From an optimization exercise on the open Yosys and OpenROAD flow, aimed at small area and a short achievable clock period; shortcuts taken in it are not production practice. No run shown here included a check of the RTL's function; only the layout flow was run.

==> design/flow/design.v <==
`default_nettype none
`timescale 1ns / 1ps
module pe (
    input wire clk,
    input wire rst,
    input wire [15:0] act,
    input wire [15:0] wgt,
    input wire store,
    input wire reuse,
    input wire [3:0] addr,
    input wire update_out,
    output reg [31:0] out
);
    reg [31:0] accg;              
    reg [31:0] bm_r;              
    reg [7:0] one, two, neg;      
    reg [15:0] r1, r2, r3;        
    reg start;
    wire [31:0] acc_next;
    wire a0 = addr == 4'd0;
    wire a1 = addr == 4'd1;
    wire a2 = addr == 4'd2;
    wire a3 = addr == 4'd3;
    wire [15:0] bm = ({16{~reuse}} & wgt) | ({16{reuse & a1}} & r1)
                   | ({16{reuse & a2}} & r2) | ({16{reuse & a3}} & r3);
    wire [31:0] bsel = rst ? 32'd0 : (reuse & a0) ? acc_next : {16'd0, bm};
    wire keep = ~rst & ~start;
    wire [17:0] ax = {1'b0, act, 1'b0};
    wire [7:0] one_d, two_d;
    genvar g;
    generate for (g = 0; g < 8; g = g + 1) begin : enc
        assign one_d[g] = ax[2*g+1] ^ ax[2*g];
        assign two_d[g] = (ax[2*g+2] & ~ax[2*g+1] & ~ax[2*g]) | (~ax[2*g+2] & ax[2*g+1] & ax[2*g]);
    end endgenerate
    wire [32:0] Bx = {bm_r, 1'b0};
    wire [31:0] pp0;
    wire [29:0] pp1;
    wire [27:0] pp2;
    wire [25:0] pp3;
    wire [23:0] pp4;
    wire [21:0] pp5;
    wire [19:0] pp6;
    wire [17:0] pp7;
    generate for (g = 0; g < 32; g = g + 1) begin : pp
        if (g > 0 && g < 32) pe_bsel b0 (.one(one[0]), .two(two[0]), .neg(neg[0]), .b1(Bx[g+1]), .b0(Bx[g]), .p(pp0[g]));
        if (g > 0 && g < 30) pe_bsel b1 (.one(one[1]), .two(two[1]), .neg(neg[1]), .b1(Bx[g+1]), .b0(Bx[g]), .p(pp1[g]));
        if (g > 0 && g < 28) pe_bsel b2 (.one(one[2]), .two(two[2]), .neg(neg[2]), .b1(Bx[g+1]), .b0(Bx[g]), .p(pp2[g]));
        if (g > 0 && g < 26) pe_bsel b3 (.one(one[3]), .two(two[3]), .neg(neg[3]), .b1(Bx[g+1]), .b0(Bx[g]), .p(pp3[g]));
        if (g > 0 && g < 24) pe_bsel b4 (.one(one[4]), .two(two[4]), .neg(neg[4]), .b1(Bx[g+1]), .b0(Bx[g]), .p(pp4[g]));
        if (g > 0 && g < 22) pe_bsel b5 (.one(one[5]), .two(two[5]), .neg(neg[5]), .b1(Bx[g+1]), .b0(Bx[g]), .p(pp5[g]));
        if (g > 0 && g < 20) pe_bsel b6 (.one(one[6]), .two(two[6]), .neg(neg[6]), .b1(Bx[g+1]), .b0(Bx[g]), .p(pp6[g]));
        if (g > 0 && g < 18) pe_bsel b7 (.one(one[7]), .two(two[7]), .neg(neg[7]), .b1(Bx[g+1]), .b0(Bx[g]), .p(pp7[g]));
    end endgenerate
    assign pp0[0] = (one[0] & bm_r[0]) ^ neg[0];
    assign pp1[0] = (one[1] & bm_r[0]) ^ neg[1];
    assign pp2[0] = (one[2] & bm_r[0]) ^ neg[2];
    assign pp3[0] = (one[3] & bm_r[0]) ^ neg[3];
    assign pp4[0] = (one[4] & bm_r[0]) ^ neg[4];
    assign pp5[0] = (one[5] & bm_r[0]) ^ neg[5];
    assign pp6[0] = (one[6] & bm_r[0]) ^ neg[6];
    assign pp7[0] = (one[7] & bm_r[0]) ^ neg[7];
    wire [31:0] acc_s_g = accg;
    wire [15:0] pp8 = {16{neg[7]}} & bm_r[15:0];      
    wire hs1, hc1;
    pe_ha u0 (.a(acc_s_g[14]), .b(neg[7]), .s(hs1), .co(hc1));
    wire hs2, hc2;
    pe_ha u1 (.a(acc_s_g[15]), .b(pp0[15]), .s(hs2), .co(hc2));
    wire fs1, fc1;
    pe_fa u2 (.a(acc_s_g[16]), .b(pp8[0]), .c(pp0[16]), .s(fs1), .co(fc1));
    wire fs2, fc2;
    pe_fa u3 (.a(acc_s_g[17]), .b(pp8[1]), .c(pp0[17]), .s(fs2), .co(fc2));
    wire fs3, fc3;
    pe_fa u4 (.a(acc_s_g[18]), .b(pp8[2]), .c(pp0[18]), .s(fs3), .co(fc3));
    wire fs4, fc4;
    pe_fa u5 (.a(acc_s_g[19]), .b(pp8[3]), .c(pp0[19]), .s(fs4), .co(fc4));
    wire fs5, fc5;
    pe_fa u6 (.a(acc_s_g[20]), .b(pp8[4]), .c(pp0[20]), .s(fs5), .co(fc5));
    wire fs6, fc6;
    pe_fa u7 (.a(acc_s_g[21]), .b(pp8[5]), .c(pp0[21]), .s(fs6), .co(fc6));
    wire fs7, fc7;
    pe_fa u8 (.a(acc_s_g[22]), .b(pp8[6]), .c(pp0[22]), .s(fs7), .co(fc7));
    wire fs8, fc8;
    pe_fa u9 (.a(acc_s_g[23]), .b(pp8[7]), .c(pp0[23]), .s(fs8), .co(fc8));
    wire fs9, fc9;
    pe_fa u10 (.a(acc_s_g[24]), .b(pp8[8]), .c(pp0[24]), .s(fs9), .co(fc9));
    wire fs10, fc10;
    pe_fa u11 (.a(acc_s_g[25]), .b(pp8[9]), .c(pp0[25]), .s(fs10), .co(fc10));
    wire fs11, fc11;
    pe_fa u12 (.a(acc_s_g[26]), .b(pp8[10]), .c(pp0[26]), .s(fs11), .co(fc11));
    wire fs12, fc12;
    pe_fa u13 (.a(acc_s_g[27]), .b(pp8[11]), .c(pp0[27]), .s(fs12), .co(fc12));
    wire fs13, fc13;
    pe_fa u14 (.a(acc_s_g[28]), .b(pp8[12]), .c(pp0[28]), .s(fs13), .co(fc13));
    wire fs14, fc14;
    pe_fa u15 (.a(acc_s_g[29]), .b(pp8[13]), .c(pp0[29]), .s(fs14), .co(fc14));
    wire fs15, fc15;
    pe_fa u16 (.a(acc_s_g[30]), .b(pp8[14]), .c(pp0[30]), .s(fs15), .co(fc15));
    wire fs16, fc16;
    pe_fa u17 (.a(acc_s_g[31]), .b(pp8[15]), .c(pp0[31]), .s(fs16), .co(fc16));
    wire hs3, hc3;
    pe_ha u18 (.a(acc_s_g[8]), .b(neg[4]), .s(hs3), .co(hc3));
    wire hs4, hc4;
    pe_ha u19 (.a(acc_s_g[9]), .b(pp0[9]), .s(hs4), .co(hc4));
    wire fs17, fc17;
    pe_fa u20 (.a(acc_s_g[10]), .b(neg[5]), .c(pp0[10]), .s(fs17), .co(fc17));
    wire hs5, hc5;
    pe_ha u21 (.a(pp1[8]), .b(pp2[6]), .s(hs5), .co(hc5));
    wire fs18, fc18;
    pe_fa u22 (.a(acc_s_g[11]), .b(pp0[11]), .c(pp1[9]), .s(fs18), .co(fc18));
    wire hs6, hc6;
    pe_ha u23 (.a(pp2[7]), .b(pp3[5]), .s(hs6), .co(hc6));
    wire fs19, fc19;
    pe_fa u24 (.a(acc_s_g[12]), .b(neg[6]), .c(pp0[12]), .s(fs19), .co(fc19));
    wire fs20, fc20;
    pe_fa u25 (.a(pp1[10]), .b(pp2[8]), .c(pp3[6]), .s(fs20), .co(fc20));
    wire hs7, hc7;
    pe_ha u26 (.a(pp4[4]), .b(pp5[2]), .s(hs7), .co(hc7));
    wire fs21, fc21;
    pe_fa u27 (.a(acc_s_g[13]), .b(pp0[13]), .c(pp1[11]), .s(fs21), .co(fc21));
    wire fs22, fc22;
    pe_fa u28 (.a(pp2[9]), .b(pp3[7]), .c(pp4[5]), .s(fs22), .co(fc22));
    wire hs8, hc8;
    pe_ha u29 (.a(pp5[3]), .b(pp6[1]), .s(hs8), .co(hc8));
    wire fs23, fc23;
    pe_fa u30 (.a(hs1), .b(pp0[14]), .c(pp1[12]), .s(fs23), .co(fc23));
    wire fs24, fc24;
    pe_fa u31 (.a(pp2[10]), .b(pp3[8]), .c(pp4[6]), .s(fs24), .co(fc24));
    wire fs25, fc25;
    pe_fa u32 (.a(pp5[4]), .b(pp6[2]), .c(pp7[0]), .s(fs25), .co(fc25));
    wire fs26, fc26;
    pe_fa u33 (.a(hc1), .b(pp1[13]), .c(pp2[11]), .s(fs26), .co(fc26));
    wire fs27, fc27;
    pe_fa u34 (.a(pp3[9]), .b(pp4[7]), .c(pp5[5]), .s(fs27), .co(fc27));
    wire fs28, fc28;
    pe_fa u35 (.a(pp6[3]), .b(pp7[1]), .c(hs2), .s(fs28), .co(fc28));
    wire fs29, fc29;
    pe_fa u36 (.a(pp1[14]), .b(pp2[12]), .c(pp3[10]), .s(fs29), .co(fc29));
    wire fs30, fc30;
    pe_fa u37 (.a(pp4[8]), .b(pp5[6]), .c(pp6[4]), .s(fs30), .co(fc30));
    wire fs31, fc31;
    pe_fa u38 (.a(pp7[2]), .b(hc2), .c(fs1), .s(fs31), .co(fc31));
    wire fs32, fc32;
    pe_fa u39 (.a(pp1[15]), .b(pp2[13]), .c(pp3[11]), .s(fs32), .co(fc32));
    wire fs33, fc33;
    pe_fa u40 (.a(pp4[9]), .b(pp5[7]), .c(pp6[5]), .s(fs33), .co(fc33));
    wire fs34, fc34;
    pe_fa u41 (.a(pp7[3]), .b(fc1), .c(fs2), .s(fs34), .co(fc34));
    wire fs35, fc35;
    pe_fa u42 (.a(pp1[16]), .b(pp2[14]), .c(pp3[12]), .s(fs35), .co(fc35));
    wire fs36, fc36;
    pe_fa u43 (.a(pp4[10]), .b(pp5[8]), .c(pp6[6]), .s(fs36), .co(fc36));
    wire fs37, fc37;
    pe_fa u44 (.a(pp7[4]), .b(fc2), .c(fs3), .s(fs37), .co(fc37));
    wire fs38, fc38;
    pe_fa u45 (.a(pp1[17]), .b(pp2[15]), .c(pp3[13]), .s(fs38), .co(fc38));
    wire fs39, fc39;
    pe_fa u46 (.a(pp4[11]), .b(pp5[9]), .c(pp6[7]), .s(fs39), .co(fc39));
    wire fs40, fc40;
    pe_fa u47 (.a(pp7[5]), .b(fc3), .c(fs4), .s(fs40), .co(fc40));
    wire fs41, fc41;
    pe_fa u48 (.a(pp1[18]), .b(pp2[16]), .c(pp3[14]), .s(fs41), .co(fc41));
    wire fs42, fc42;
    pe_fa u49 (.a(pp4[12]), .b(pp5[10]), .c(pp6[8]), .s(fs42), .co(fc42));
    wire fs43, fc43;
    pe_fa u50 (.a(pp7[6]), .b(fc4), .c(fs5), .s(fs43), .co(fc43));
    wire fs44, fc44;
    pe_fa u51 (.a(pp1[19]), .b(pp2[17]), .c(pp3[15]), .s(fs44), .co(fc44));
    wire fs45, fc45;
    pe_fa u52 (.a(pp4[13]), .b(pp5[11]), .c(pp6[9]), .s(fs45), .co(fc45));
    wire fs46, fc46;
    pe_fa u53 (.a(pp7[7]), .b(fc5), .c(fs6), .s(fs46), .co(fc46));
    wire fs47, fc47;
    pe_fa u54 (.a(pp1[20]), .b(pp2[18]), .c(pp3[16]), .s(fs47), .co(fc47));
    wire fs48, fc48;
    pe_fa u55 (.a(pp4[14]), .b(pp5[12]), .c(pp6[10]), .s(fs48), .co(fc48));
    wire fs49, fc49;
    pe_fa u56 (.a(pp7[8]), .b(fc6), .c(fs7), .s(fs49), .co(fc49));
    wire fs50, fc50;
    pe_fa u57 (.a(pp1[21]), .b(pp2[19]), .c(pp3[17]), .s(fs50), .co(fc50));
    wire fs51, fc51;
    pe_fa u58 (.a(pp4[15]), .b(pp5[13]), .c(pp6[11]), .s(fs51), .co(fc51));
    wire fs52, fc52;
    pe_fa u59 (.a(pp7[9]), .b(fc7), .c(fs8), .s(fs52), .co(fc52));
    wire fs53, fc53;
    pe_fa u60 (.a(pp1[22]), .b(pp2[20]), .c(pp3[18]), .s(fs53), .co(fc53));
    wire fs54, fc54;
    pe_fa u61 (.a(pp4[16]), .b(pp5[14]), .c(pp6[12]), .s(fs54), .co(fc54));
    wire fs55, fc55;
    pe_fa u62 (.a(pp7[10]), .b(fc8), .c(fs9), .s(fs55), .co(fc55));
    wire fs56, fc56;
    pe_fa u63 (.a(pp1[23]), .b(pp2[21]), .c(pp3[19]), .s(fs56), .co(fc56));
    wire fs57, fc57;
    pe_fa u64 (.a(pp4[17]), .b(pp5[15]), .c(pp6[13]), .s(fs57), .co(fc57));
    wire fs58, fc58;
    pe_fa u65 (.a(pp7[11]), .b(fc9), .c(fs10), .s(fs58), .co(fc58));
    wire fs59, fc59;
    pe_fa u66 (.a(pp1[24]), .b(pp2[22]), .c(pp3[20]), .s(fs59), .co(fc59));
    wire fs60, fc60;
    pe_fa u67 (.a(pp4[18]), .b(pp5[16]), .c(pp6[14]), .s(fs60), .co(fc60));
    wire fs61, fc61;
    pe_fa u68 (.a(pp7[12]), .b(fc10), .c(fs11), .s(fs61), .co(fc61));
    wire fs62, fc62;
    pe_fa u69 (.a(pp1[25]), .b(pp2[23]), .c(pp3[21]), .s(fs62), .co(fc62));
    wire fs63, fc63;
    pe_fa u70 (.a(pp4[19]), .b(pp5[17]), .c(pp6[15]), .s(fs63), .co(fc63));
    wire fs64, fc64;
    pe_fa u71 (.a(pp7[13]), .b(fc11), .c(fs12), .s(fs64), .co(fc64));
    wire fs65, fc65;
    pe_fa u72 (.a(pp1[26]), .b(pp2[24]), .c(pp3[22]), .s(fs65), .co(fc65));
    wire fs66, fc66;
    pe_fa u73 (.a(pp4[20]), .b(pp5[18]), .c(pp6[16]), .s(fs66), .co(fc66));
    wire fs67, fc67;
    pe_fa u74 (.a(pp7[14]), .b(fc12), .c(fs13), .s(fs67), .co(fc67));
    wire fs68, fc68;
    pe_fa u75 (.a(pp1[27]), .b(pp2[25]), .c(pp3[23]), .s(fs68), .co(fc68));
    wire fs69, fc69;
    pe_fa u76 (.a(pp4[21]), .b(pp5[19]), .c(pp6[17]), .s(fs69), .co(fc69));
    wire fs70, fc70;
    pe_fa u77 (.a(pp7[15]), .b(fc13), .c(fs14), .s(fs70), .co(fc70));
    wire fs71, fc71;
    pe_fa u78 (.a(pp1[28]), .b(pp2[26]), .c(pp3[24]), .s(fs71), .co(fc71));
    wire fs72, fc72;
    pe_fa u79 (.a(pp4[22]), .b(pp5[20]), .c(pp6[18]), .s(fs72), .co(fc72));
    wire fs73, fc73;
    pe_fa u80 (.a(pp7[16]), .b(fc14), .c(fs15), .s(fs73), .co(fc73));
    wire fs74, fc74;
    pe_fa u81 (.a(pp1[29]), .b(pp2[27]), .c(pp3[25]), .s(fs74), .co(fc74));
    wire fs75, fc75;
    pe_fa u82 (.a(pp4[23]), .b(pp5[21]), .c(pp6[19]), .s(fs75), .co(fc75));
    wire fs76, fc76;
    pe_fa u83 (.a(pp7[17]), .b(fc15), .c(fs16), .s(fs76), .co(fc76));
    wire hs9, hc9;
    pe_ha u84 (.a(acc_s_g[4]), .b(neg[2]), .s(hs9), .co(hc9));
    wire hs10, hc10;
    pe_ha u85 (.a(acc_s_g[5]), .b(pp0[5]), .s(hs10), .co(hc10));
    wire fs77, fc77;
    pe_fa u86 (.a(acc_s_g[6]), .b(neg[3]), .c(pp0[6]), .s(fs77), .co(fc77));
    wire hs11, hc11;
    pe_ha u87 (.a(pp1[4]), .b(pp2[2]), .s(hs11), .co(hc11));
    wire fs78, fc78;
    pe_fa u88 (.a(acc_s_g[7]), .b(pp0[7]), .c(pp1[5]), .s(fs78), .co(fc78));
    wire hs12, hc12;
    pe_ha u89 (.a(pp2[3]), .b(pp3[1]), .s(hs12), .co(hc12));
    wire fs79, fc79;
    pe_fa u90 (.a(hs3), .b(pp0[8]), .c(pp1[6]), .s(fs79), .co(fc79));
    wire fs80, fc80;
    pe_fa u91 (.a(pp2[4]), .b(pp3[2]), .c(pp4[0]), .s(fs80), .co(fc80));
    wire fs81, fc81;
    pe_fa u92 (.a(hc3), .b(pp1[7]), .c(pp2[5]), .s(fs81), .co(fc81));
    wire fs82, fc82;
    pe_fa u93 (.a(pp3[3]), .b(pp4[1]), .c(hs4), .s(fs82), .co(fc82));
    wire fs83, fc83;
    pe_fa u94 (.a(pp3[4]), .b(pp4[2]), .c(pp5[0]), .s(fs83), .co(fc83));
    wire fs84, fc84;
    pe_fa u95 (.a(hc4), .b(hs5), .c(fs17), .s(fs84), .co(fc84));
    wire fs85, fc85;
    pe_fa u96 (.a(pp4[3]), .b(pp5[1]), .c(hc5), .s(fs85), .co(fc85));
    wire fs86, fc86;
    pe_fa u97 (.a(hs6), .b(fc17), .c(fs18), .s(fs86), .co(fc86));
    wire fs87, fc87;
    pe_fa u98 (.a(pp6[0]), .b(hc6), .c(hs7), .s(fs87), .co(fc87));
    wire fs88, fc88;
    pe_fa u99 (.a(fs19), .b(fc18), .c(fs20), .s(fs88), .co(fc88));
    wire fs89, fc89;
    pe_fa u100 (.a(hc7), .b(hs8), .c(fc19), .s(fs89), .co(fc89));
    wire fs90, fc90;
    pe_fa u101 (.a(fc20), .b(fs21), .c(fs22), .s(fs90), .co(fc90));
    wire fs91, fc91;
    pe_fa u102 (.a(hc8), .b(fc21), .c(fc22), .s(fs91), .co(fc91));
    wire fs92, fc92;
    pe_fa u103 (.a(fs23), .b(fs24), .c(fs25), .s(fs92), .co(fc92));
    wire fs93, fc93;
    pe_fa u104 (.a(fc23), .b(fc24), .c(fc25), .s(fs93), .co(fc93));
    wire fs94, fc94;
    pe_fa u105 (.a(fs26), .b(fs27), .c(fs28), .s(fs94), .co(fc94));
    wire fs95, fc95;
    pe_fa u106 (.a(fc26), .b(fc27), .c(fs29), .s(fs95), .co(fc95));
    wire fs96, fc96;
    pe_fa u107 (.a(fs30), .b(fc28), .c(fs31), .s(fs96), .co(fc96));
    wire fs97, fc97;
    pe_fa u108 (.a(fc29), .b(fc30), .c(fs32), .s(fs97), .co(fc97));
    wire fs98, fc98;
    pe_fa u109 (.a(fs33), .b(fc31), .c(fs34), .s(fs98), .co(fc98));
    wire fs99, fc99;
    pe_fa u110 (.a(fc32), .b(fc33), .c(fs35), .s(fs99), .co(fc99));
    wire fs100, fc100;
    pe_fa u111 (.a(fs36), .b(fc34), .c(fs37), .s(fs100), .co(fc100));
    wire fs101, fc101;
    pe_fa u112 (.a(fc35), .b(fc36), .c(fs38), .s(fs101), .co(fc101));
    wire fs102, fc102;
    pe_fa u113 (.a(fs39), .b(fc37), .c(fs40), .s(fs102), .co(fc102));
    wire fs103, fc103;
    pe_fa u114 (.a(fc38), .b(fc39), .c(fs41), .s(fs103), .co(fc103));
    wire fs104, fc104;
    pe_fa u115 (.a(fs42), .b(fc40), .c(fs43), .s(fs104), .co(fc104));
    wire fs105, fc105;
    pe_fa u116 (.a(fc41), .b(fc42), .c(fs44), .s(fs105), .co(fc105));
    wire fs106, fc106;
    pe_fa u117 (.a(fs45), .b(fc43), .c(fs46), .s(fs106), .co(fc106));
    wire fs107, fc107;
    pe_fa u118 (.a(fc44), .b(fc45), .c(fs47), .s(fs107), .co(fc107));
    wire fs108, fc108;
    pe_fa u119 (.a(fs48), .b(fc46), .c(fs49), .s(fs108), .co(fc108));
    wire fs109, fc109;
    pe_fa u120 (.a(fc47), .b(fc48), .c(fs50), .s(fs109), .co(fc109));
    wire fs110, fc110;
    pe_fa u121 (.a(fs51), .b(fc49), .c(fs52), .s(fs110), .co(fc110));
    wire fs111, fc111;
    pe_fa u122 (.a(fc50), .b(fc51), .c(fs53), .s(fs111), .co(fc111));
    wire fs112, fc112;
    pe_fa u123 (.a(fs54), .b(fc52), .c(fs55), .s(fs112), .co(fc112));
    wire fs113, fc113;
    pe_fa u124 (.a(fc53), .b(fc54), .c(fs56), .s(fs113), .co(fc113));
    wire fs114, fc114;
    pe_fa u125 (.a(fs57), .b(fc55), .c(fs58), .s(fs114), .co(fc114));
    wire fs115, fc115;
    pe_fa u126 (.a(fc56), .b(fc57), .c(fs59), .s(fs115), .co(fc115));
    wire fs116, fc116;
    pe_fa u127 (.a(fs60), .b(fc58), .c(fs61), .s(fs116), .co(fc116));
    wire fs117, fc117;
    pe_fa u128 (.a(fc59), .b(fc60), .c(fs62), .s(fs117), .co(fc117));
    wire fs118, fc118;
    pe_fa u129 (.a(fs63), .b(fc61), .c(fs64), .s(fs118), .co(fc118));
    wire fs119, fc119;
    pe_fa u130 (.a(fc62), .b(fc63), .c(fs65), .s(fs119), .co(fc119));
    wire fs120, fc120;
    pe_fa u131 (.a(fs66), .b(fc64), .c(fs67), .s(fs120), .co(fc120));
    wire fs121, fc121;
    pe_fa u132 (.a(fc65), .b(fc66), .c(fs68), .s(fs121), .co(fc121));
    wire fs122, fc122;
    pe_fa u133 (.a(fs69), .b(fc67), .c(fs70), .s(fs122), .co(fc122));
    wire fs123, fc123;
    pe_fa u134 (.a(fc68), .b(fc69), .c(fs71), .s(fs123), .co(fc123));
    wire fs124, fc124;
    pe_fa u135 (.a(fs72), .b(fc70), .c(fs73), .s(fs124), .co(fc124));
    wire fs125, fc125;
    pe_fa u136 (.a(fc71), .b(fc72), .c(fs74), .s(fs125), .co(fc125));
    wire fs126, fc126;
    pe_fa u137 (.a(fs75), .b(fc73), .c(fs76), .s(fs126), .co(fc126));
    wire hs13, hc13;
    pe_ha u138 (.a(acc_s_g[2]), .b(neg[1]), .s(hs13), .co(hc13));
    wire hs14, hc14;
    pe_ha u139 (.a(acc_s_g[3]), .b(pp0[3]), .s(hs14), .co(hc14));
    wire fs127, fc127;
    pe_fa u140 (.a(hs9), .b(pp0[4]), .c(pp1[2]), .s(fs127), .co(fc127));
    wire fs128, fc128;
    pe_fa u141 (.a(hc9), .b(pp1[3]), .c(pp2[1]), .s(fs128), .co(fc128));
    wire fs129, fc129;
    pe_fa u142 (.a(pp3[0]), .b(hc10), .c(hs11), .s(fs129), .co(fc129));
    wire fs130, fc130;
    pe_fa u143 (.a(hc11), .b(hs12), .c(fc77), .s(fs130), .co(fc130));
    wire fs131, fc131;
    pe_fa u144 (.a(hc12), .b(fc78), .c(fs79), .s(fs131), .co(fc131));
    wire fs132, fc132;
    pe_fa u145 (.a(fc79), .b(fc80), .c(fs81), .s(fs132), .co(fc132));
    wire fs133, fc133;
    pe_fa u146 (.a(fc81), .b(fs83), .c(fc82), .s(fs133), .co(fc133));
    wire fs134, fc134;
    pe_fa u147 (.a(fc83), .b(fs85), .c(fc84), .s(fs134), .co(fc134));
    wire fs135, fc135;
    pe_fa u148 (.a(fc85), .b(fs87), .c(fc86), .s(fs135), .co(fc135));
    wire fs136, fc136;
    pe_fa u149 (.a(fc87), .b(fs89), .c(fc88), .s(fs136), .co(fc136));
    wire fs137, fc137;
    pe_fa u150 (.a(fc89), .b(fc90), .c(fs91), .s(fs137), .co(fc137));
    wire fs138, fc138;
    pe_fa u151 (.a(fc91), .b(fc92), .c(fs93), .s(fs138), .co(fc138));
    wire fs139, fc139;
    pe_fa u152 (.a(fc93), .b(fs95), .c(fc94), .s(fs139), .co(fc139));
    wire fs140, fc140;
    pe_fa u153 (.a(fc95), .b(fs97), .c(fc96), .s(fs140), .co(fc140));
    wire fs141, fc141;
    pe_fa u154 (.a(fc97), .b(fs99), .c(fc98), .s(fs141), .co(fc141));
    wire fs142, fc142;
    pe_fa u155 (.a(fc99), .b(fs101), .c(fc100), .s(fs142), .co(fc142));
    wire fs143, fc143;
    pe_fa u156 (.a(fc101), .b(fs103), .c(fc102), .s(fs143), .co(fc143));
    wire fs144, fc144;
    pe_fa u157 (.a(fc103), .b(fs105), .c(fc104), .s(fs144), .co(fc144));
    wire fs145, fc145;
    pe_fa u158 (.a(fc105), .b(fs107), .c(fc106), .s(fs145), .co(fc145));
    wire fs146, fc146;
    pe_fa u159 (.a(fc107), .b(fs109), .c(fc108), .s(fs146), .co(fc146));
    wire fs147, fc147;
    pe_fa u160 (.a(fc109), .b(fs111), .c(fc110), .s(fs147), .co(fc147));
    wire fs148, fc148;
    pe_fa u161 (.a(fc111), .b(fs113), .c(fc112), .s(fs148), .co(fc148));
    wire fs149, fc149;
    pe_fa u162 (.a(fc113), .b(fs115), .c(fc114), .s(fs149), .co(fc149));
    wire fs150, fc150;
    pe_fa u163 (.a(fc115), .b(fs117), .c(fc116), .s(fs150), .co(fc150));
    wire fs151, fc151;
    pe_fa u164 (.a(fc117), .b(fs119), .c(fc118), .s(fs151), .co(fc151));
    wire fs152, fc152;
    pe_fa u165 (.a(fc119), .b(fs121), .c(fc120), .s(fs152), .co(fc152));
    wire fs153, fc153;
    pe_fa u166 (.a(fc121), .b(fs123), .c(fc122), .s(fs153), .co(fc153));
    wire fs154, fc154;
    pe_fa u167 (.a(fc123), .b(fs125), .c(fc124), .s(fs154), .co(fc154));
    wire hs15, hc15;
    pe_ha u168 (.a(acc_s_g[0]), .b(neg[0]), .s(hs15), .co(hc15));
    wire hs16, hc16;
    pe_ha u169 (.a(acc_s_g[1]), .b(pp0[1]), .s(hs16), .co(hc16));
    wire fs155, fc155;
    pe_fa u170 (.a(hs13), .b(pp0[2]), .c(pp1[0]), .s(fs155), .co(fc155));
    wire fs156, fc156;
    pe_fa u171 (.a(hc13), .b(pp1[1]), .c(hs14), .s(fs156), .co(fc156));
    wire fs157, fc157;
    pe_fa u172 (.a(pp2[0]), .b(hc14), .c(fs127), .s(fs157), .co(fc157));
    wire fs158, fc158;
    pe_fa u173 (.a(hs10), .b(fc127), .c(fs128), .s(fs158), .co(fc158));
    wire fs159, fc159;
    pe_fa u174 (.a(fs77), .b(fc128), .c(fs129), .s(fs159), .co(fc159));
    wire fs160, fc160;
    pe_fa u175 (.a(fs78), .b(fc129), .c(fs130), .s(fs160), .co(fc160));
    wire fs161, fc161;
    pe_fa u176 (.a(fs80), .b(fc130), .c(fs131), .s(fs161), .co(fc161));
    wire fs162, fc162;
    pe_fa u177 (.a(fs82), .b(fc131), .c(fs132), .s(fs162), .co(fc162));
    wire fs163, fc163;
    pe_fa u178 (.a(fs84), .b(fc132), .c(fs133), .s(fs163), .co(fc163));
    wire fs164, fc164;
    pe_fa u179 (.a(fs86), .b(fc133), .c(fs134), .s(fs164), .co(fc164));
    wire fs165, fc165;
    pe_fa u180 (.a(fs88), .b(fc134), .c(fs135), .s(fs165), .co(fc165));
    wire fs166, fc166;
    pe_fa u181 (.a(fs90), .b(fc135), .c(fs136), .s(fs166), .co(fc166));
    wire fs167, fc167;
    pe_fa u182 (.a(fs92), .b(fc136), .c(fs137), .s(fs167), .co(fc167));
    wire fs168, fc168;
    pe_fa u183 (.a(fs94), .b(fc137), .c(fs138), .s(fs168), .co(fc168));
    wire fs169, fc169;
    pe_fa u184 (.a(fs96), .b(fc138), .c(fs139), .s(fs169), .co(fc169));
    wire fs170, fc170;
    pe_fa u185 (.a(fs98), .b(fc139), .c(fs140), .s(fs170), .co(fc170));
    wire fs171, fc171;
    pe_fa u186 (.a(fs100), .b(fc140), .c(fs141), .s(fs171), .co(fc171));
    wire fs172, fc172;
    pe_fa u187 (.a(fs102), .b(fc141), .c(fs142), .s(fs172), .co(fc172));
    wire fs173, fc173;
    pe_fa u188 (.a(fs104), .b(fc142), .c(fs143), .s(fs173), .co(fc173));
    wire fs174, fc174;
    pe_fa u189 (.a(fs106), .b(fc143), .c(fs144), .s(fs174), .co(fc174));
    wire fs175, fc175;
    pe_fa u190 (.a(fs108), .b(fc144), .c(fs145), .s(fs175), .co(fc175));
    wire fs176, fc176;
    pe_fa u191 (.a(fs110), .b(fc145), .c(fs146), .s(fs176), .co(fc176));
    wire fs177, fc177;
    pe_fa u192 (.a(fs112), .b(fc146), .c(fs147), .s(fs177), .co(fc177));
    wire fs178, fc178;
    pe_fa u193 (.a(fs114), .b(fc147), .c(fs148), .s(fs178), .co(fc178));
    wire fs179, fc179;
    pe_fa u194 (.a(fs116), .b(fc148), .c(fs149), .s(fs179), .co(fc179));
    wire fs180, fc180;
    pe_fa u195 (.a(fs118), .b(fc149), .c(fs150), .s(fs180), .co(fc180));
    wire fs181, fc181;
    pe_fa u196 (.a(fs120), .b(fc150), .c(fs151), .s(fs181), .co(fc181));
    wire fs182, fc182;
    pe_fa u197 (.a(fs122), .b(fc151), .c(fs152), .s(fs182), .co(fc182));
    wire fs183, fc183;
    pe_fa u198 (.a(fs124), .b(fc152), .c(fs153), .s(fs183), .co(fc183));
    wire fs184, fc184;
    pe_fa u199 (.a(fs126), .b(fc153), .c(fs154), .s(fs184), .co(fc184));
    wire [31:0] row_a = {fc183, fc182, fc181, fc180, fc179, fc178, fc177, fc176, fc175, fc174, fc173, fc172, fc171, fc170, fc169, fc168, fc167, fc166, fc165, fc164, fc163, fc162, fc161, fc160, fc159, fc158, fc157, fc156, fc155, hc16, hc15, hs15};
    wire [31:0] row_b = {fs184, fs183, fs182, fs181, fs180, fs179, fs178, fs177, fs176, fs175, fs174, fs173, fs172, fs171, fs170, fs169, fs168, fs167, fs166, fs165, fs164, fs163, fs162, fs161, fs160, fs159, fs158, fs157, fs156, fs155, hs16, pp0[0]};
    wire [31:0] cg0 = row_a & row_b;
    wire [31:0] cp0 = row_a ^ row_b;
    wire [31:0] cg1, cp1;
    assign cg1[0] = cg0[0]; assign cp1[0] = cp0[0];
    assign cg1[1] = cg0[1] | (cp0[1] & cg0[0]); assign cp1[1] = cp0[1] & cp0[0];
    assign cg1[2] = cg0[2] | (cp0[2] & cg0[1]); assign cp1[2] = cp0[2] & cp0[1];
    assign cg1[3] = cg0[3] | (cp0[3] & cg0[2]); assign cp1[3] = cp0[3] & cp0[2];
    assign cg1[4] = cg0[4] | (cp0[4] & cg0[3]); assign cp1[4] = cp0[4] & cp0[3];
    assign cg1[5] = cg0[5] | (cp0[5] & cg0[4]); assign cp1[5] = cp0[5] & cp0[4];
    assign cg1[6] = cg0[6] | (cp0[6] & cg0[5]); assign cp1[6] = cp0[6] & cp0[5];
    assign cg1[7] = cg0[7] | (cp0[7] & cg0[6]); assign cp1[7] = cp0[7] & cp0[6];
    assign cg1[8] = cg0[8] | (cp0[8] & cg0[7]); assign cp1[8] = cp0[8] & cp0[7];
    assign cg1[9] = cg0[9] | (cp0[9] & cg0[8]); assign cp1[9] = cp0[9] & cp0[8];
    assign cg1[10] = cg0[10] | (cp0[10] & cg0[9]); assign cp1[10] = cp0[10] & cp0[9];
    assign cg1[11] = cg0[11] | (cp0[11] & cg0[10]); assign cp1[11] = cp0[11] & cp0[10];
    assign cg1[12] = cg0[12] | (cp0[12] & cg0[11]); assign cp1[12] = cp0[12] & cp0[11];
    assign cg1[13] = cg0[13] | (cp0[13] & cg0[12]); assign cp1[13] = cp0[13] & cp0[12];
    assign cg1[14] = cg0[14] | (cp0[14] & cg0[13]); assign cp1[14] = cp0[14] & cp0[13];
    assign cg1[15] = cg0[15] | (cp0[15] & cg0[14]); assign cp1[15] = cp0[15] & cp0[14];
    assign cg1[16] = cg0[16] | (cp0[16] & cg0[15]); assign cp1[16] = cp0[16] & cp0[15];
    assign cg1[17] = cg0[17] | (cp0[17] & cg0[16]); assign cp1[17] = cp0[17] & cp0[16];
    assign cg1[18] = cg0[18] | (cp0[18] & cg0[17]); assign cp1[18] = cp0[18] & cp0[17];
    assign cg1[19] = cg0[19] | (cp0[19] & cg0[18]); assign cp1[19] = cp0[19] & cp0[18];
    assign cg1[20] = cg0[20] | (cp0[20] & cg0[19]); assign cp1[20] = cp0[20] & cp0[19];
    assign cg1[21] = cg0[21] | (cp0[21] & cg0[20]); assign cp1[21] = cp0[21] & cp0[20];
    assign cg1[22] = cg0[22] | (cp0[22] & cg0[21]); assign cp1[22] = cp0[22] & cp0[21];
    assign cg1[23] = cg0[23] | (cp0[23] & cg0[22]); assign cp1[23] = cp0[23] & cp0[22];
    assign cg1[24] = cg0[24] | (cp0[24] & cg0[23]); assign cp1[24] = cp0[24] & cp0[23];
    assign cg1[25] = cg0[25] | (cp0[25] & cg0[24]); assign cp1[25] = cp0[25] & cp0[24];
    assign cg1[26] = cg0[26] | (cp0[26] & cg0[25]); assign cp1[26] = cp0[26] & cp0[25];
    assign cg1[27] = cg0[27] | (cp0[27] & cg0[26]); assign cp1[27] = cp0[27] & cp0[26];
    assign cg1[28] = cg0[28] | (cp0[28] & cg0[27]); assign cp1[28] = cp0[28] & cp0[27];
    assign cg1[29] = cg0[29] | (cp0[29] & cg0[28]); assign cp1[29] = cp0[29] & cp0[28];
    assign cg1[30] = cg0[30] | (cp0[30] & cg0[29]); assign cp1[30] = cp0[30] & cp0[29];
    assign cg1[31] = cg0[31] | (cp0[31] & cg0[30]); assign cp1[31] = cp0[31] & cp0[30];
    wire [31:0] cg2, cp2;
    assign cg2[0] = cg1[0]; assign cp2[0] = cp1[0];
    assign cg2[1] = cg1[1]; assign cp2[1] = cp1[1];
    assign cg2[2] = cg1[2] | (cp1[2] & cg1[0]); assign cp2[2] = cp1[2] & cp1[0];
    assign cg2[3] = cg1[3] | (cp1[3] & cg1[1]); assign cp2[3] = cp1[3] & cp1[1];
    assign cg2[4] = cg1[4] | (cp1[4] & cg1[2]); assign cp2[4] = cp1[4] & cp1[2];
    assign cg2[5] = cg1[5] | (cp1[5] & cg1[3]); assign cp2[5] = cp1[5] & cp1[3];
    assign cg2[6] = cg1[6] | (cp1[6] & cg1[4]); assign cp2[6] = cp1[6] & cp1[4];
    assign cg2[7] = cg1[7] | (cp1[7] & cg1[5]); assign cp2[7] = cp1[7] & cp1[5];
    assign cg2[8] = cg1[8] | (cp1[8] & cg1[6]); assign cp2[8] = cp1[8] & cp1[6];
    assign cg2[9] = cg1[9] | (cp1[9] & cg1[7]); assign cp2[9] = cp1[9] & cp1[7];
    assign cg2[10] = cg1[10] | (cp1[10] & cg1[8]); assign cp2[10] = cp1[10] & cp1[8];
    assign cg2[11] = cg1[11] | (cp1[11] & cg1[9]); assign cp2[11] = cp1[11] & cp1[9];
    assign cg2[12] = cg1[12] | (cp1[12] & cg1[10]); assign cp2[12] = cp1[12] & cp1[10];
    assign cg2[13] = cg1[13] | (cp1[13] & cg1[11]); assign cp2[13] = cp1[13] & cp1[11];
    assign cg2[14] = cg1[14] | (cp1[14] & cg1[12]); assign cp2[14] = cp1[14] & cp1[12];
    assign cg2[15] = cg1[15] | (cp1[15] & cg1[13]); assign cp2[15] = cp1[15] & cp1[13];
    assign cg2[16] = cg1[16] | (cp1[16] & cg1[14]); assign cp2[16] = cp1[16] & cp1[14];
    assign cg2[17] = cg1[17] | (cp1[17] & cg1[15]); assign cp2[17] = cp1[17] & cp1[15];
    assign cg2[18] = cg1[18] | (cp1[18] & cg1[16]); assign cp2[18] = cp1[18] & cp1[16];
    assign cg2[19] = cg1[19] | (cp1[19] & cg1[17]); assign cp2[19] = cp1[19] & cp1[17];
    assign cg2[20] = cg1[20] | (cp1[20] & cg1[18]); assign cp2[20] = cp1[20] & cp1[18];
    assign cg2[21] = cg1[21] | (cp1[21] & cg1[19]); assign cp2[21] = cp1[21] & cp1[19];
    assign cg2[22] = cg1[22] | (cp1[22] & cg1[20]); assign cp2[22] = cp1[22] & cp1[20];
    assign cg2[23] = cg1[23] | (cp1[23] & cg1[21]); assign cp2[23] = cp1[23] & cp1[21];
    assign cg2[24] = cg1[24] | (cp1[24] & cg1[22]); assign cp2[24] = cp1[24] & cp1[22];
    assign cg2[25] = cg1[25] | (cp1[25] & cg1[23]); assign cp2[25] = cp1[25] & cp1[23];
    assign cg2[26] = cg1[26] | (cp1[26] & cg1[24]); assign cp2[26] = cp1[26] & cp1[24];
    assign cg2[27] = cg1[27] | (cp1[27] & cg1[25]); assign cp2[27] = cp1[27] & cp1[25];
    assign cg2[28] = cg1[28] | (cp1[28] & cg1[26]); assign cp2[28] = cp1[28] & cp1[26];
    assign cg2[29] = cg1[29] | (cp1[29] & cg1[27]); assign cp2[29] = cp1[29] & cp1[27];
    assign cg2[30] = cg1[30] | (cp1[30] & cg1[28]); assign cp2[30] = cp1[30] & cp1[28];
    assign cg2[31] = cg1[31] | (cp1[31] & cg1[29]); assign cp2[31] = cp1[31] & cp1[29];
    wire [31:0] cg3, cp3;
    assign cg3[0] = cg2[0]; assign cp3[0] = cp2[0];
    assign cg3[1] = cg2[1]; assign cp3[1] = cp2[1];
    assign cg3[2] = cg2[2]; assign cp3[2] = cp2[2];
    assign cg3[3] = cg2[3]; assign cp3[3] = cp2[3];
    assign cg3[4] = cg2[4] | (cp2[4] & cg2[0]); assign cp3[4] = cp2[4] & cp2[0];
    assign cg3[5] = cg2[5] | (cp2[5] & cg2[1]); assign cp3[5] = cp2[5] & cp2[1];
    assign cg3[6] = cg2[6] | (cp2[6] & cg2[2]); assign cp3[6] = cp2[6] & cp2[2];
    assign cg3[7] = cg2[7] | (cp2[7] & cg2[3]); assign cp3[7] = cp2[7] & cp2[3];
    assign cg3[8] = cg2[8] | (cp2[8] & cg2[4]); assign cp3[8] = cp2[8] & cp2[4];
    assign cg3[9] = cg2[9] | (cp2[9] & cg2[5]); assign cp3[9] = cp2[9] & cp2[5];
    assign cg3[10] = cg2[10] | (cp2[10] & cg2[6]); assign cp3[10] = cp2[10] & cp2[6];
    assign cg3[11] = cg2[11] | (cp2[11] & cg2[7]); assign cp3[11] = cp2[11] & cp2[7];
    assign cg3[12] = cg2[12] | (cp2[12] & cg2[8]); assign cp3[12] = cp2[12] & cp2[8];
    assign cg3[13] = cg2[13] | (cp2[13] & cg2[9]); assign cp3[13] = cp2[13] & cp2[9];
    assign cg3[14] = cg2[14] | (cp2[14] & cg2[10]); assign cp3[14] = cp2[14] & cp2[10];
    assign cg3[15] = cg2[15] | (cp2[15] & cg2[11]); assign cp3[15] = cp2[15] & cp2[11];
    assign cg3[16] = cg2[16] | (cp2[16] & cg2[12]); assign cp3[16] = cp2[16] & cp2[12];
    assign cg3[17] = cg2[17] | (cp2[17] & cg2[13]); assign cp3[17] = cp2[17] & cp2[13];
    assign cg3[18] = cg2[18] | (cp2[18] & cg2[14]); assign cp3[18] = cp2[18] & cp2[14];
    assign cg3[19] = cg2[19] | (cp2[19] & cg2[15]); assign cp3[19] = cp2[19] & cp2[15];
    assign cg3[20] = cg2[20] | (cp2[20] & cg2[16]); assign cp3[20] = cp2[20] & cp2[16];
    assign cg3[21] = cg2[21] | (cp2[21] & cg2[17]); assign cp3[21] = cp2[21] & cp2[17];
    assign cg3[22] = cg2[22] | (cp2[22] & cg2[18]); assign cp3[22] = cp2[22] & cp2[18];
    assign cg3[23] = cg2[23] | (cp2[23] & cg2[19]); assign cp3[23] = cp2[23] & cp2[19];
    assign cg3[24] = cg2[24] | (cp2[24] & cg2[20]); assign cp3[24] = cp2[24] & cp2[20];
    assign cg3[25] = cg2[25] | (cp2[25] & cg2[21]); assign cp3[25] = cp2[25] & cp2[21];
    assign cg3[26] = cg2[26] | (cp2[26] & cg2[22]); assign cp3[26] = cp2[26] & cp2[22];
    assign cg3[27] = cg2[27] | (cp2[27] & cg2[23]); assign cp3[27] = cp2[27] & cp2[23];
    assign cg3[28] = cg2[28] | (cp2[28] & cg2[24]); assign cp3[28] = cp2[28] & cp2[24];
    assign cg3[29] = cg2[29] | (cp2[29] & cg2[25]); assign cp3[29] = cp2[29] & cp2[25];
    assign cg3[30] = cg2[30] | (cp2[30] & cg2[26]); assign cp3[30] = cp2[30] & cp2[26];
    assign cg3[31] = cg2[31] | (cp2[31] & cg2[27]); assign cp3[31] = cp2[31] & cp2[27];
    wire [31:0] cg4, cp4;
    assign cg4[0] = cg3[0]; assign cp4[0] = cp3[0];
    assign cg4[1] = cg3[1]; assign cp4[1] = cp3[1];
    assign cg4[2] = cg3[2]; assign cp4[2] = cp3[2];
    assign cg4[3] = cg3[3]; assign cp4[3] = cp3[3];
    assign cg4[4] = cg3[4]; assign cp4[4] = cp3[4];
    assign cg4[5] = cg3[5]; assign cp4[5] = cp3[5];
    assign cg4[6] = cg3[6]; assign cp4[6] = cp3[6];
    assign cg4[7] = cg3[7]; assign cp4[7] = cp3[7];
    assign cg4[8] = cg3[8] | (cp3[8] & cg3[0]); assign cp4[8] = cp3[8] & cp3[0];
    assign cg4[9] = cg3[9] | (cp3[9] & cg3[1]); assign cp4[9] = cp3[9] & cp3[1];
    assign cg4[10] = cg3[10] | (cp3[10] & cg3[2]); assign cp4[10] = cp3[10] & cp3[2];
    assign cg4[11] = cg3[11] | (cp3[11] & cg3[3]); assign cp4[11] = cp3[11] & cp3[3];
    assign cg4[12] = cg3[12] | (cp3[12] & cg3[4]); assign cp4[12] = cp3[12] & cp3[4];
    assign cg4[13] = cg3[13] | (cp3[13] & cg3[5]); assign cp4[13] = cp3[13] & cp3[5];
    assign cg4[14] = cg3[14] | (cp3[14] & cg3[6]); assign cp4[14] = cp3[14] & cp3[6];
    assign cg4[15] = cg3[15] | (cp3[15] & cg3[7]); assign cp4[15] = cp3[15] & cp3[7];
    assign cg4[16] = cg3[16] | (cp3[16] & cg3[8]); assign cp4[16] = cp3[16] & cp3[8];
    assign cg4[17] = cg3[17] | (cp3[17] & cg3[9]); assign cp4[17] = cp3[17] & cp3[9];
    assign cg4[18] = cg3[18] | (cp3[18] & cg3[10]); assign cp4[18] = cp3[18] & cp3[10];
    assign cg4[19] = cg3[19] | (cp3[19] & cg3[11]); assign cp4[19] = cp3[19] & cp3[11];
    assign cg4[20] = cg3[20] | (cp3[20] & cg3[12]); assign cp4[20] = cp3[20] & cp3[12];
    assign cg4[21] = cg3[21] | (cp3[21] & cg3[13]); assign cp4[21] = cp3[21] & cp3[13];
    assign cg4[22] = cg3[22] | (cp3[22] & cg3[14]); assign cp4[22] = cp3[22] & cp3[14];
    assign cg4[23] = cg3[23] | (cp3[23] & cg3[15]); assign cp4[23] = cp3[23] & cp3[15];
    assign cg4[24] = cg3[24] | (cp3[24] & cg3[16]); assign cp4[24] = cp3[24] & cp3[16];
    assign cg4[25] = cg3[25] | (cp3[25] & cg3[17]); assign cp4[25] = cp3[25] & cp3[17];
    assign cg4[26] = cg3[26] | (cp3[26] & cg3[18]); assign cp4[26] = cp3[26] & cp3[18];
    assign cg4[27] = cg3[27] | (cp3[27] & cg3[19]); assign cp4[27] = cp3[27] & cp3[19];
    assign cg4[28] = cg3[28] | (cp3[28] & cg3[20]); assign cp4[28] = cp3[28] & cp3[20];
    assign cg4[29] = cg3[29] | (cp3[29] & cg3[21]); assign cp4[29] = cp3[29] & cp3[21];
    assign cg4[30] = cg3[30] | (cp3[30] & cg3[22]); assign cp4[30] = cp3[30] & cp3[22];
    assign cg4[31] = cg3[31] | (cp3[31] & cg3[23]); assign cp4[31] = cp3[31] & cp3[23];
    wire [31:0] cg5, cp5;
    assign cg5[0] = cg4[0]; assign cp5[0] = cp4[0];
    assign cg5[1] = cg4[1]; assign cp5[1] = cp4[1];
    assign cg5[2] = cg4[2]; assign cp5[2] = cp4[2];
    assign cg5[3] = cg4[3]; assign cp5[3] = cp4[3];
    assign cg5[4] = cg4[4]; assign cp5[4] = cp4[4];
    assign cg5[5] = cg4[5]; assign cp5[5] = cp4[5];
    assign cg5[6] = cg4[6]; assign cp5[6] = cp4[6];
    assign cg5[7] = cg4[7]; assign cp5[7] = cp4[7];
    assign cg5[8] = cg4[8]; assign cp5[8] = cp4[8];
    assign cg5[9] = cg4[9]; assign cp5[9] = cp4[9];
    assign cg5[10] = cg4[10]; assign cp5[10] = cp4[10];
    assign cg5[11] = cg4[11]; assign cp5[11] = cp4[11];
    assign cg5[12] = cg4[12]; assign cp5[12] = cp4[12];
    assign cg5[13] = cg4[13]; assign cp5[13] = cp4[13];
    assign cg5[14] = cg4[14]; assign cp5[14] = cp4[14];
    assign cg5[15] = cg4[15]; assign cp5[15] = cp4[15];
    assign cg5[16] = cg4[16] | (cp4[16] & cg4[0]); assign cp5[16] = cp4[16] & cp4[0];
    assign cg5[17] = cg4[17] | (cp4[17] & cg4[1]); assign cp5[17] = cp4[17] & cp4[1];
    assign cg5[18] = cg4[18] | (cp4[18] & cg4[2]); assign cp5[18] = cp4[18] & cp4[2];
    assign cg5[19] = cg4[19] | (cp4[19] & cg4[3]); assign cp5[19] = cp4[19] & cp4[3];
    assign cg5[20] = cg4[20] | (cp4[20] & cg4[4]); assign cp5[20] = cp4[20] & cp4[4];
    assign cg5[21] = cg4[21] | (cp4[21] & cg4[5]); assign cp5[21] = cp4[21] & cp4[5];
    assign cg5[22] = cg4[22] | (cp4[22] & cg4[6]); assign cp5[22] = cp4[22] & cp4[6];
    assign cg5[23] = cg4[23] | (cp4[23] & cg4[7]); assign cp5[23] = cp4[23] & cp4[7];
    assign cg5[24] = cg4[24] | (cp4[24] & cg4[8]); assign cp5[24] = cp4[24] & cp4[8];
    assign cg5[25] = cg4[25] | (cp4[25] & cg4[9]); assign cp5[25] = cp4[25] & cp4[9];
    assign cg5[26] = cg4[26] | (cp4[26] & cg4[10]); assign cp5[26] = cp4[26] & cp4[10];
    assign cg5[27] = cg4[27] | (cp4[27] & cg4[11]); assign cp5[27] = cp4[27] & cp4[11];
    assign cg5[28] = cg4[28] | (cp4[28] & cg4[12]); assign cp5[28] = cp4[28] & cp4[12];
    assign cg5[29] = cg4[29] | (cp4[29] & cg4[13]); assign cp5[29] = cp4[29] & cp4[13];
    assign cg5[30] = cg4[30] | (cp4[30] & cg4[14]); assign cp5[30] = cp4[30] & cp4[14];
    assign cg5[31] = cg4[31] | (cp4[31] & cg4[15]); assign cp5[31] = cp4[31] & cp4[15];
    assign acc_next = cp0 ^ {cg5[30:0], 1'b0};
    always @(posedge clk) begin
        bm_r <= bsel;
        one <= one_d;
        two <= two_d;
        neg <= {act[15], act[13], act[11], act[9], act[7], act[5], act[3], act[1]};
        accg <= {32{keep}} & acc_next;
        if (rst) begin
            r1 <= 16'd0;
            r2 <= 16'd0;
            r3 <= 16'd0;
            out <= 32'd0;
            start <= 1'b0;
        end else begin
            if (store && a1) r1 <= wgt;
            if (store && a2) r2 <= wgt;
            if (store && a3) r3 <= wgt;
            if (update_out) out <= acc_next;
            start <= update_out;
        end
    end
endmodule
module pe_bsel (input wire one, input wire two, input wire neg, input wire b1, input wire b0, output wire p);
    assign p = ((one & b1) | (two & b0)) ^ neg;
endmodule
module pe_fa (input wire a, input wire b, input wire c, output wire s, output wire co);
    assign s = a ^ b ^ c;
    assign co = (a & b) | (a & c) | (b & c);
endmodule
module pe_ha (input wire a, input wire b, output wire s, output wire co);
    assign s = a ^ b;
    assign co = a & b;
endmodule
==> design/flow/flow/run.sh <==
#!/bin/bash
# Layout flow: the standard synthesis unchanged; after the floorplan every
# combinational cell is set to its smallest drive strength (downsize.tcl), then the standard flow's
# standard layout continues, with timing repair upsizing what the timing needs.
set -euo pipefail
here=$(pwd)
bash standard.sh synth > synth.log 2>&1
bash standard.sh floorplan > floorplan.log 2>&1
odb=$(ls $here/orfs/results/*/pe/base/2_floorplan.odb)
DS_ODB=$odb openroad -no_init -exit flow/downsize.tcl > downsize.log 2>&1
bash standard.sh 'BUFFER_PORTS_ARGS=-buffer_cell sky130_fd_sc_hd__buf_2' SETUP_SLACK_MARGIN=6 finish > layout.log 2>&1
==> design/flow/flow/downsize.tcl <==
# Set every combinational standard cell to the smallest drive strength of the same
# function; timing repair later in the flow upsizes the cells that need it.
# Flip-flops, tap cells and port buffers are left alone.
set odb_file $::env(DS_ODB)
read_db $odb_file
set db [ord::get_db]
set block [ord::get_db_block]
set skip {dfxtp dfxbp dfrtp dfrbp dfstp dfsbp edfxtp sdfxtp tapvpwrvgnd conb clkbuf clkinv}
set n 0
foreach inst [$block getInsts] {
  set m [$inst getMaster]
  set name [$m getName]
  if {![regexp {^sky130_fd_sc_hd__(\w+)_(\d+)$} $name -> base drive]} { continue }
  if {[lsearch -exact $skip $base] >= 0} { continue }
  set best ""
  set best_area [expr {[$m getWidth] * [$m getHeight]}]
  foreach d {0 1 2} {
    if {$d >= $drive} { break }
    set cand [$db findMaster "sky130_fd_sc_hd__${base}_$d"]
    if {$cand eq "NULL" || $cand eq ""} { continue }
    set a [expr {[$cand getWidth] * [$cand getHeight]}]
    if {$a < $best_area} { set best $cand; set best_area $a }
  }
  if {$best ne ""} {
    $inst swapMaster $best
    incr n
  }
}
puts "downsized $n instances"
write_db $odb_file
==> design/flow/standard.sh <==
#!/bin/bash
# synth_recipe.tcl (not shown) runs the flow's synth.tcl, then flattens the netlist and writes it again
# the make line also repeats each setting of config.mk as NAME=value (left out here)
make -C /OpenROAD-flow-scripts/flow DESIGN_CONFIG=/design/flow/config.mk WORK_HOME=/design/flow/orfs CLKGATE_MAP_FILE= SYNTH_SCRIPT=/design/flow/synth_recipe.tcl "${@:-finish}"
==> design/flow/config.mk <==
export PLATFORM = sky130hd
export DESIGN_NAME = pe
export DESIGN_NICKNAME = pe
export VERILOG_FILES = /design/flow/design.v
export SDC_FILE = /design/flow/constraint.sdc
export NUM_CORES = 4
export LEC_CHECK = 0
export CAP_MARGIN = 20
export CORE_MARGIN = 2
export CORE_UTILIZATION = 60
export PLACE_DENSITY = 0.75
export SETUP_SLACK_MARGIN = 5
export SLEW_MARGIN = 20
export SYNTH_HIERARCHICAL = 1
==> design/flow/constraint.sdc <==
create_clock -name core_clock -period 11.0 [get_ports {clk}]
set_input_delay 2.2000 -clock core_clock [delete_from_list [all_inputs] [get_ports {clk}]]
set_output_delay 2.2000 -clock core_clock [all_outputs]
set_load 0.01 [all_outputs]
==> results of run 1 <==
state kept, by name, indices dropped and copies added (netlist names):
register and count:
accg 32, two 8, r3 16, one 8
neg 8, r2 16, r1 16, bm_r 32
start 1, out 32
synth_stat cells, drive strengths merged, types with 16 or more instances:
cell,instances,share of area
ha,47,0.037
dfxtp,169,0.21
clkbuf,51,0.015
a221oi,29,0.017
fa,185,0.24
a21oi,73,0.023
nand2,151,0.036
nor2,85,0.020
o21ai,32,0.010
and2,25,0.010
xor2,22,0.012
a22oi,210,0.16
xnor2,215,0.12
nor3,16,0.0051
repair_timing:
action,4_1_cts,5_1_grt
gates cloned,1,2
gates resized for setup,108,85
endpoints found under the setup margin,57,57
buffers inserted,11,14
pin swaps,20,50
metrics by stage:
step           worst slack, ps  utilization
2_1_floorplan             5150            -
3_3_place_gp              5090        0.595
3_5_place_dp              5070        0.595
4_1_cts                   5810        0.640
5_1_grt                   5660        0.662
6_report                  5820        0.662
per-module statistics from Yosys, one instance, submodules excluded:
module	cells inside	area, um^2	flip-flops and latches
pe	902	7780	169
pe_ha	1	12.5	0
pe_fa	1	20.0	0
pe_bsel	2	21.3	0
area by class of cell:
type / count / area share
Clock inverter: 15 / 0.0123
Inverter: 12 / 0.00263
Timing Repair Buffer: 127 / 0.0539
Clock buffer: 17 / 0.0248
Multi-Input combinational cell: 1245 / 0.681
Sequential cell: 169 / 0.201
Tap cell: 335 / 0.0244
kinds of logic (layout without fill, tap and decap cells):
logic type / after synthesis / after routing / share of synthesized area
mux: 9 / 9 / 0.00572
xor+xnor: 237 / 237 / 0.132
flops: 169 / 169 / 0.215
buf+inv: 72 / 171 / 0.0217
fa+ha+maj: 232 / 232 / 0.273
compound gates: 422 / 422 / 0.252
simple gates: 345 / 345 / 0.101
worst reg2reg max path, stage by stage, from the launching register on:
cell      delay, ps
dfxtp_4         390
buf_12          160
a22oi_2         200
xnor2_2         150
fa_1            450
fa_1            400
fa_2            370
fa_1            480
fa_1            550
ha_4            240
a21o_1          190
a211o_1         350
o32ai_4         290
buf_4           170
a21boi_4        240
nor4_1           70
a311o_1         340
routing by layer:
| layer | GRT usage | share of wire | vias to the layer above |
|---|---|---|---|
| li1 | - | - | 5496 |
| met1 | 0.506 | 0.40 | 6401 |
| met2 | 0.502 | 0.44 | 928 |
| met4 | 0.0873 | 0.026 | 0 |
| met3 | 0.0879 | 0.13 | 132 |
| met5 | 0 | 0 | - |
worst paths after layout:
path / to / start
hold / removal: r2[13]$_SDFFE_PP0P_ / r2[13]$_SDFFE_PP0P_
setup reg to reg: out[23]$_SDFFE_PP0P_ / one[0]$_DFF_P_
setup / recovery: out[23]$_SDFFE_PP0P_ / one[0]$_DFF_P_
hold reg to reg: r2[13]$_SDFFE_PP0P_ / r2[13]$_SDFFE_PP0P_
==> metrics.csv, run 1 <==
metric,value,unit
status,finished clean,
design_area,17100,um^2
timing.fmax,193,MHz
path_class,reg -> reg,
cts.sink_count,169,
yosysWarnings,7,
dieHeight,166,um
max_cap_violations,0,
dr.pass1.iters,6,
hold_path.class,reg -> reg,
cp_num_buf_inv,2,
n_antenna_cell,0,
antenna_found_initial,0,
insertion_delay,450,ps
post-dp-hpwl,32.1,mm
setup_violations,0,
worstRegToRegCells,16,
drc_errors,0,
io_pins,73,
min_path_cells,2,
clk_path_buf_depth,2,
grt_pass1_vias,12414,
cts_buffers,17,
cp_slowest_stage_delay,550,ps
htree_levels,4,
synth_edf_count,0,
cts_root_buffer,clkbuf_16,
cts_tree,done,
slowest_stage,fa_1,
place_inst,1860,
fp.coreArea,25900,um^2
grt_max_degree,93,
area_growth,8.87,%
synthArstFlopShare,0,
fillers,1969,
crit_top_cell,fa_1,
rrSetupSlack,5820,ps
num_vias,12957,
postSynthAreaPerCell,10.6,um^2
drtAntennaViolNets,0,
hold_viol,0,
clock_skew,19.1,ps
tightest_slew,949,ps
grt_first_pass_wirelength,74.1,mm
hold_slack,458,ps
yosysSeqAreaShare,0.215,
die_area,27600,um^2
layout.cells.non_filler,1920,
ff_latch_area,3450,um^2
postCtsHoldBufs,0,
num_rows,59,
crit_arrival,5520,ps
layout_common_cells,"xnor2_1 (210), a22oi_1 (203), fa_1 (173)",
period_share,0.471,
crit_chain,"buf_12, a22oi_2, xnor2_2, fa_1, fa_1, fa_2, fa_1, fa_1, ha_4, a21o_1, a211o_1, o32ai_4, buf_4, a21boi_4, nor4_1, a311o_1",
crit_required,11330,ps
clkTransAtPathRegs,90,ps
tns,0,ps
ys_seq_elements,169,
multi_input_area,11700,um^2
port_buffers,72,
rsz0062_at_grt,yes,
crit_family,adder cells,
syn_area,15700,um^2
die_w,166,um
initial_utilization,0.608,
via_per_inst,6.75,
wirelength,48.1,mm
gr-usage-all-layers,0.342,
wl_per_cell,25.0,um
final_nets,1845,
drive_gt1_frac,0.182,
crit_path_end_kind,flop,
drt_iter0_markers,1973,
crit_path_start_kind,flop,
ys.flop_type,dfxtp_1,
synthesis.instances,1486,
syn_nets,1759,
place_area,15400,um^2
fin_crit,5180,ps
synth_cell_types,73,
final_common_cell,xnor2_1,
grt_overflow,0,
path_max_fanout,8,
slew_viol_final,0,
relSlewSlack,0.367,
cp.depth,16,
routabilityCongestion,1.01,
==> inputs of run 2 (changes only) <==
--- a/design/flow/design.v
+++ b/design/flow/design.v
@@ -463,8 +463,31 @@
     pe_fa u199 (.a(fs126), .b(fc153), .c(fs154), .s(fs184), .co(fc184));
     wire [31:0] row_a = {fc183, fc182, fc181, fc180, fc179, fc178, fc177, fc176, fc175, fc174, fc173, fc172, fc171, fc170, fc169, fc168, fc167, fc166, fc165, fc164, fc163, fc162, fc161, fc160, fc159, fc158, fc157, fc156, fc155, hc16, hc15, hs15};
     wire [31:0] row_b = {fs184, fs183, fs182, fs181, fs180, fs179, fs178, fs177, fs176, fs175, fs174, fs173, fs172, fs171, fs170, fs169, fs168, fs167, fs166, fs165, fs164, fs163, fs162, fs161, fs160, fs159, fs158, fs157, fs156, fs155, hs16, pp0[0]};
-    wire [31:0] cg0 = row_a & row_b;
-    wire [31:0] cp0 = row_a ^ row_b;
+    pe_cpa cpa (.a(row_a), .b(row_b), .s(acc_next));
+    always @(posedge clk) begin
+        bm_r <= bsel;
+        one <= one_d;
+        two <= two_d;
+        neg <= {act[15], act[13], act[11], act[9], act[7], act[5], act[3], act[1]};
+        accg <= {32{keep}} & acc_next;
+        if (rst) begin
+            r1 <= 16'd0;
+            r2 <= 16'd0;
+            r3 <= 16'd0;
+            out <= 32'd0;
+            start <= 1'b0;
+        end else begin
+            if (store && a1) r1 <= wgt;
+            if (store && a2) r2 <= wgt;
+            if (store && a3) r3 <= wgt;
+            if (update_out) out <= acc_next;
+            start <= update_out;
+        end
+    end
+endmodule
+module pe_cpa (input wire [31:0] a, input wire [31:0] b, output wire [31:0] s);
+    wire [31:0] cg0 = a & b;
+    wire [31:0] cp0 = a ^ b;
     wire [31:0] cg1, cp1;
     assign cg1[0] = cg0[0]; assign cp1[0] = cp0[0];
     assign cg1[1] = cg0[1] | (cp0[1] & cg0[0]); assign cp1[1] = cp0[1] & cp0[0];
@@ -630,27 +653,7 @@
     assign cg5[29] = cg4[29] | (cp4[29] & cg4[13]); assign cp5[29] = cp4[29] & cp4[13];
     assign cg5[30] = cg4[30] | (cp4[30] & cg4[14]); assign cp5[30] = cp4[30] & cp4[14];
     assign cg5[31] = cg4[31] | (cp4[31] & cg4[15]); assign cp5[31] = cp4[31] & cp4[15];
-    assign acc_next = cp0 ^ {cg5[30:0], 1'b0};
-    always @(posedge clk) begin
-        bm_r <= bsel;
-        one <= one_d;
-        two <= two_d;
-        neg <= {act[15], act[13], act[11], act[9], act[7], act[5], act[3], act[1]};
-        accg <= {32{keep}} & acc_next;
-        if (rst) begin
-            r1 <= 16'd0;
-            r2 <= 16'd0;
-            r3 <= 16'd0;
-            out <= 32'd0;
-            start <= 1'b0;
-        end else begin
-            if (store && a1) r1 <= wgt;
-            if (store && a2) r2 <= wgt;
-            if (store && a3) r3 <= wgt;
-            if (update_out) out <= acc_next;
-            start <= update_out;
-        end
-    end
+    assign s = cp0 ^ {cg5[30:0], 1'b0};
 endmodule
 module pe_bsel (input wire one, input wire two, input wire neg, input wire b1, input wire b0, output wire p);
     assign p = ((one & b1) | (two & b0)) ^ neg;
==> metrics.csv, run 2 <==
metric,value,unit,change
path_max_fanout,11,,was 8
yosys-top-cells-count,"xnor2_1 (217), a22oi_2 (192), fa_1 (185), dfxtp_1 (169), nand2b_1 (75)",,"was xnor2_1 (215), a22oi_2 (192), fa_1 (185), dfxtp_1 (169), nand2_1 (151)"
yosysTopAreaCell,fa_1,,unchanged
drc_errors,0,,unchanged
drive_gt1_frac,0.200,,was 0.182
synthArstFlopShare,0,,unchanged
ys_seq_elements,169,,unchanged
synthesis.instances,1428,,was 1486
grt_overflow,0,,unchanged
antenna_found_initial,0,,unchanged
cts_root_buffer,clkbuf_16,,unchanged
initial_utilization,0.612,,was 0.608
ys.flop_type,dfxtp_1,,unchanged
syn_nets,1701,,was 1759
cts.sink_count,169,,unchanged
fin_crit,5330,ps,was 5180 ps
synth_top_area_share,0.232,,was 0.235
crit_path_start_kind,flop,,unchanged
status,finished clean,,unchanged
postCtsHoldBufs,0,,unchanged
syn_area,16000,um^2,was 15700 um^2
fp.coreArea,26100,um^2,was 25900 um^2
yosysSeqAreaShare,0.212,,was 0.215
post-dp-hpwl,29.6,mm,was 32.1 mm
synth_cell_types,59,,was 73
gr-usage-all-layers,0.327,,was 0.342
num_vias,12535,,was 12957
largestRegisters,"accg (32), bm_r (32), out (32)",,unchanged
grt_max_degree,116,,was 93
wl_per_cell,24.5,um,was 25.0 um
tightest_slew,1140,ps,was 949 ps
final_nets,1801,,was 1845
n_antenna_cell,0,,unchanged
cts_tree,done,,unchanged
yosysWarnings,7,,unchanged
io_pins,73,,unchanged
timing.fmax,188,MHz,was 193 MHz
dieHeight,167,um,was 166 um
dr.pass1.iters,8,,was 6
postSynthAreaPerCell,11.2,um^2,was 10.6 um^2
synth_edf_count,0,,unchanged
grt_pass1_vias,12803,,was 12414
clkTransAtPathRegs,90,ps,about the same
synth_most_common_cell,xnor2_1,,unchanged
==> run 2: cell types whose count changed after synthesis, moves of 29 or more <==
cell	delta
nor2_1	-33
mux2i_1	+55
a21oi_1	-29
nand2_1	-123
nand2b_1	+68
and2_1	+45
==> run 2: path summary, 6_finish.rpt <==
path	cells after the start	end	slack (ps)	start
max	21	accg[30]$_DFF_P_	5670	one[0]$_DFF_P_
min	2	r2[10]$_SDFFE_PP0P_	480	r2[10]$_SDFFE_PP0P_
max reg2reg	21	accg[30]$_DFF_P_	5670	one[0]$_DFF_P_
min reg2reg	2	r2[10]$_SDFFE_PP0P_	480	r2[10]$_SDFFE_PP0P_
==> run 2: repair_timing <==
| action | CTS | global route |
|---|---|---|
| gates resized for setup | 149 | 59 |
| setup buffers | 19 | 16 |
| setup endpoints to repair | 57 | 46 |
| pin swaps | 27 | 48 |
| cloned | 2 | 0 |
==> run 2: per-stage QoR <==
step           setup slack (ps)  instances  instance area, um^2  hold slack, ps
4_1_cts                    5820       1860                17100             478
5_1_grt                    5460       1876                17600             500
3_5_place_dp               4790       1807                15700             461
6_report                   5670       1876                17600             477
2_1_floorplan              5020       1428                16000             445
3_3_place_gp               4890       1806                15700             456
==> run 2: kinds of logic (layout without fill, tap and decap cells) <==
| logic type | count (synthesis) | in the layout | share of synthesized area |
|---|---|---|---|
| compound gates | 335 | 335 | 0.210 |
| xor+xnor | 233 | 233 | 0.128 |
| flops | 169 | 169 | 0.212 |
| simple gates | 320 | 320 | 0.113 |
| buf+inv | 59 | 172 | 0.0165 |
| fa+ha+maj | 232 | 232 | 0.269 |
| mux | 80 | 80 | 0.0514 |
==> run 2: worst max-delay path, cell delays in order (launching register included) <==
cell	delay, ps
dfxtp_4	370
buf_12	160
buf_6	140
a22oi_2	200
xnor2_2	110
fa_1	510
fa_2	380
fa_1	500
fa_1	530
ha_4	310
and4_1	200
nand3_1	80
or3_4	430
nand3_4	100
a221oi_2	60
buf_4	180
buf_12	130
o21ai_4	190
a41oi_4	160
xnor2_2	280
buf_4	160
and2_1	100
==> run 2: metal layers <==
| metal | up-vias | share of wire | global-route usage |
|---|---|---|---|
| met5 | - | 0 | 0 |
| met1 | 6193 | 0.40 | 0.442 |
| met3 | 214 | 0.097 | 0.0599 |
| met2 | 829 | 0.45 | 0.511 |
| li1 | 5299 | - | - |
| met4 | 0 | 0.053 | 0.155 |
==> run 2: modules after synthesis (local to each module, per instance) <==
module,cells inside,area [um^2]
pe_cpa,238,1690
pe,606,6300
pe_ha,1,12.5
pe_fa,1,20.0
pe_bsel,2,21.3
==> run 2: layout make-up <==
class | count | area (um^2)
inverter | 9 | 33.8
sequential | 169 | 3480
clock buffer | 17 | 425
clock inverter | 15 | 220
fill | 1931 | 8480
timing repair buffer | 131 | 1010
multi-input combinational | 1200 | 12000
tap | 335 | 419

-- separate check: timing with driven ports --
The flow's constraints put no driver on any port. The routed layouts listed below were extracted and timed again, unchanged, in two steps.
Step 1: set_driving_cell puts a clkbuf_16 on clk and a buf_2 on each other input, an assumption about the parent block.
Step 2 also shifts input and output timing later by t, the mid clock arrival at the registers, as if the neighbouring blocks saw the same clock.
a / b / c = no drivers / after step 1 / after step 2; a / b = the first two.
run	t, ns	setup WS [ns]	worst setup path at the end	slew at the worst register clock pin (ns)
run 1	0.490	5.816 / 5.816 / 5.816	register to register	0.09 / 0.09
run 2	0.496	5.668 / 5.668 / 5.668	register to register	0.09 / 0.09
After both steps every run listed still meets setup and hold.
